This design comes from an exercise in tuning for a short achievable clock period and few clock cycles on the open sky130 flow, not from production work.
Only simulation tests tie the RTL to the original design; equivalence was not proved.
No activity file was given, so power comes from the tool's default toggle rates.

Setup of run A:
## core
module core (
    input clk,
    input reset,
    output [11:0] imem_addr,
    input [15:0] imem_data,
    output wb_valid,
    output [2:0] wb_reg,
    output [15:0] wb_data
);
For scale: about 3,700 cells after synthesis, about 50 I/O pins, ~0.032 mm² of cells after synthesis.
make LEC_CHECK=0 ABC_AREA=1 CAP_MARGIN=20 CORE_MARGIN=2 CORE_UTILIZATION=40 SETUP_SLACK_MARGIN=3.5 SLEW_MARGIN=20 TNS_END_PERCENT=100 finish   # period 6.0 ns
run.sh (not shown) runs the stock make flow with config.mk's settings and CLKGATE_MAP_FILE= SYNTH_SCRIPT=/design/flow/synth_recipe.tcl, a recipe that flattens the netlist after the stock synthesis.
Testbench counts of run A, summed over its fixed seeds: cycles 66,324.
The following lists how run B was set up differently from run A:
# run A
export LEC_CHECK = 0
export ABC_AREA = 1
export CAP_MARGIN = 20
export CORE_MARGIN = 2
export CORE_UTILIZATION = 40
export SETUP_SLACK_MARGIN = 3.5
export SLEW_MARGIN = 20
export TNS_END_PERCENT = 100
create_clock -name core_clock -period 6.0 [get_ports {clk}]
# run B
export LEC_CHECK = 0
export ABC_AREA = 1
export CAP_MARGIN = 20
export CORE_MARGIN = 2
export CORE_UTILIZATION = 50
export PLACE_DENSITY = 0.7
export SETUP_SLACK_MARGIN = 3.6
export SLEW_MARGIN = 20
export TNS_END_PERCENT = 100
create_clock -name core_clock -period 6.0 [get_ports {clk}]
## What came out
- Path length in cells of the critical path | run B above run A
- Total power: run A and run B compared, higher one is run A
- Maximum fanout along the worst path was lower in run A than in run B.

* * *

the baseline:
core, a different RTL version from the one above (not shown whole).
For scale: about 2500 cells after synthesis, roughly 640 flip-flops, ~50 I/O pins, about 30000 um2 of cells after synthesis.
Settings: LEC_CHECK=0, CAP_MARGIN=20, CORE_MARGIN=2, CORE_UTILIZATION=40, GPL_ROUTABILITY_DRIVEN=0, SETUP_SLACK_MARGIN=3.5, SLEW_MARGIN=20, TNS_END_PERCENT=100; clock period 6.0 ns.
Testbench counts of the baseline, summed over its fixed seeds: cycles 66,292.
### the baseline -> the candidate
# the baseline
export LEC_CHECK = 0
export CAP_MARGIN = 20
export CORE_MARGIN = 2
export CORE_UTILIZATION = 40
export GPL_ROUTABILITY_DRIVEN = 0
export SETUP_SLACK_MARGIN = 3.5
export SLEW_MARGIN = 20
export TNS_END_PERCENT = 100
create_clock -name core_clock -period 6.0 [get_ports {clk}]
# the candidate
export LEC_CHECK = 0
export CAP_MARGIN = 20
export CORE_MARGIN = 2
export CORE_UTILIZATION = 40
export SETUP_SLACK_MARGIN = 3.5
export SLEW_MARGIN = 20
export TNS_END_PERCENT = 5
create_clock -name core_clock -period 6.0 [get_ports {clk}]
==> comparison <==
The candidate vs the baseline on number of non-filler instances in the completed layout: the candidate is the lower one. Of the candidate and the baseline, the run reporting the higher transition time of the tightest slew-check pin was the baseline. Comparing the candidate and the baseline, the lower final wirelength is on the candidate. The candidate vs. the baseline: setup slack after layout moved down, hold slack level, iteration-0 DRC count of the detailed router moved up, utilization of the core after routing moved down. Between the candidate and the baseline, power in the clock group is higher for the candidate, the baseline comes in under that. Status: post-detailed-route wirelength per cell parity (the baseline, the candidate).

* * *

## main
core again, from the RTL that the note above started with.
clock: 6.0 ns
lec_check: 0
cap_margin: 20
core_margin: 2
core_utilization: 40
place_density: 0.75
setup_slack_margin: 3.5
slew_margin: 20
tns_end_percent: 100
main went all the way through the flow, and no timing, DRC or antenna check failed.
Testbench counts of main, summed over its fixed seeds: cycles 66,292.
Input changes introduced in the feature branch (baseline for comparison: main):
diff --git a/flow/config.mk b/flow/config.mk
--- a/flow/config.mk
+++ b/flow/config.mk
@@ -10,3 +10,2 @@
 export CORE_UTILIZATION = 40
-export PLACE_DENSITY = 0.75
 export SETUP_SLACK_MARGIN = 3.5
Looking at class of the most critical setup path, the reg -> out result is from the feature branch; the reg -> reg one comes from main. Relative to main, data required time of the worst path has decreased by 1.75 ns in the feature branch. On TritonCTS sink count, main and the feature branch are neck and neck. Compared with main, in the feature branch share of final layout cell area taken by clock buffers and inverters saw an increase, peak ir drop on the vdd network went up about 70%. Summary of the feature branch over main: wire length of the first global-routing pass grew by about 0.5%, total track usage went up by 0.57 points. Diff main -> the feature branch | fraction of met1 tracks used by global routing | increase of 0.82 points. For the maximum clock frequency, the feature branch came in about 2.5% higher than main did. [compare] base=main new=the feature branch: combinational power dropped about 5.4%, post-cts resize count lost 8. On combinational group share of total power: between main and the feature branch, it ends up lower for the feature branch.

[static timing again, ports no longer ideal]
No port has a modelled driver above. Below, the same layouts with a new extraction and two added sets of constraints. Step 1 sets driving cells, clkbuf_16 on the clock port and buf_2 on the other inputs (assumed; they add their load-dependent delay and slew). Step 2 times the ports against the registers' clock, not the clock port: input delays grow and output delays shrink by t, the midpoint of the rising clock arrivals with the driver on. a / b / c = ideal ports / drivers / drivers and shift; a / b = the first two.
run	shift t [ns]	setup slack, ns	clock arrival spread, ns	slew at the worst register clock pin (ns)
run A	0.681	3.543 / 3.482 / 2.831	0.035 / 0.035	0.06 / 0.06
run B	0.678	3.510 / 3.510 / 2.939	0.044 / 0.043	0.07 / 0.07
the baseline	0.676	3.370 / 3.343 / 2.667	0.037 / 0.037	0.07 / 0.07
the candidate	0.676	3.265 / 3.205 / 2.601	0.027 / 0.027	0.06 / 0.06
main	0.706	3.373 / 3.318 / 2.662	0.053 / 0.053	0.08 / 0.08
the feature branch	0.667	3.438 / 3.380 / 2.794	0.034 / 0.035	0.07 / 0.07
After both steps every run listed still meets setup and hold. The setup slack of run A, which loses most, moves by -0.061 ns with the drivers and by -0.712 ns with both steps.
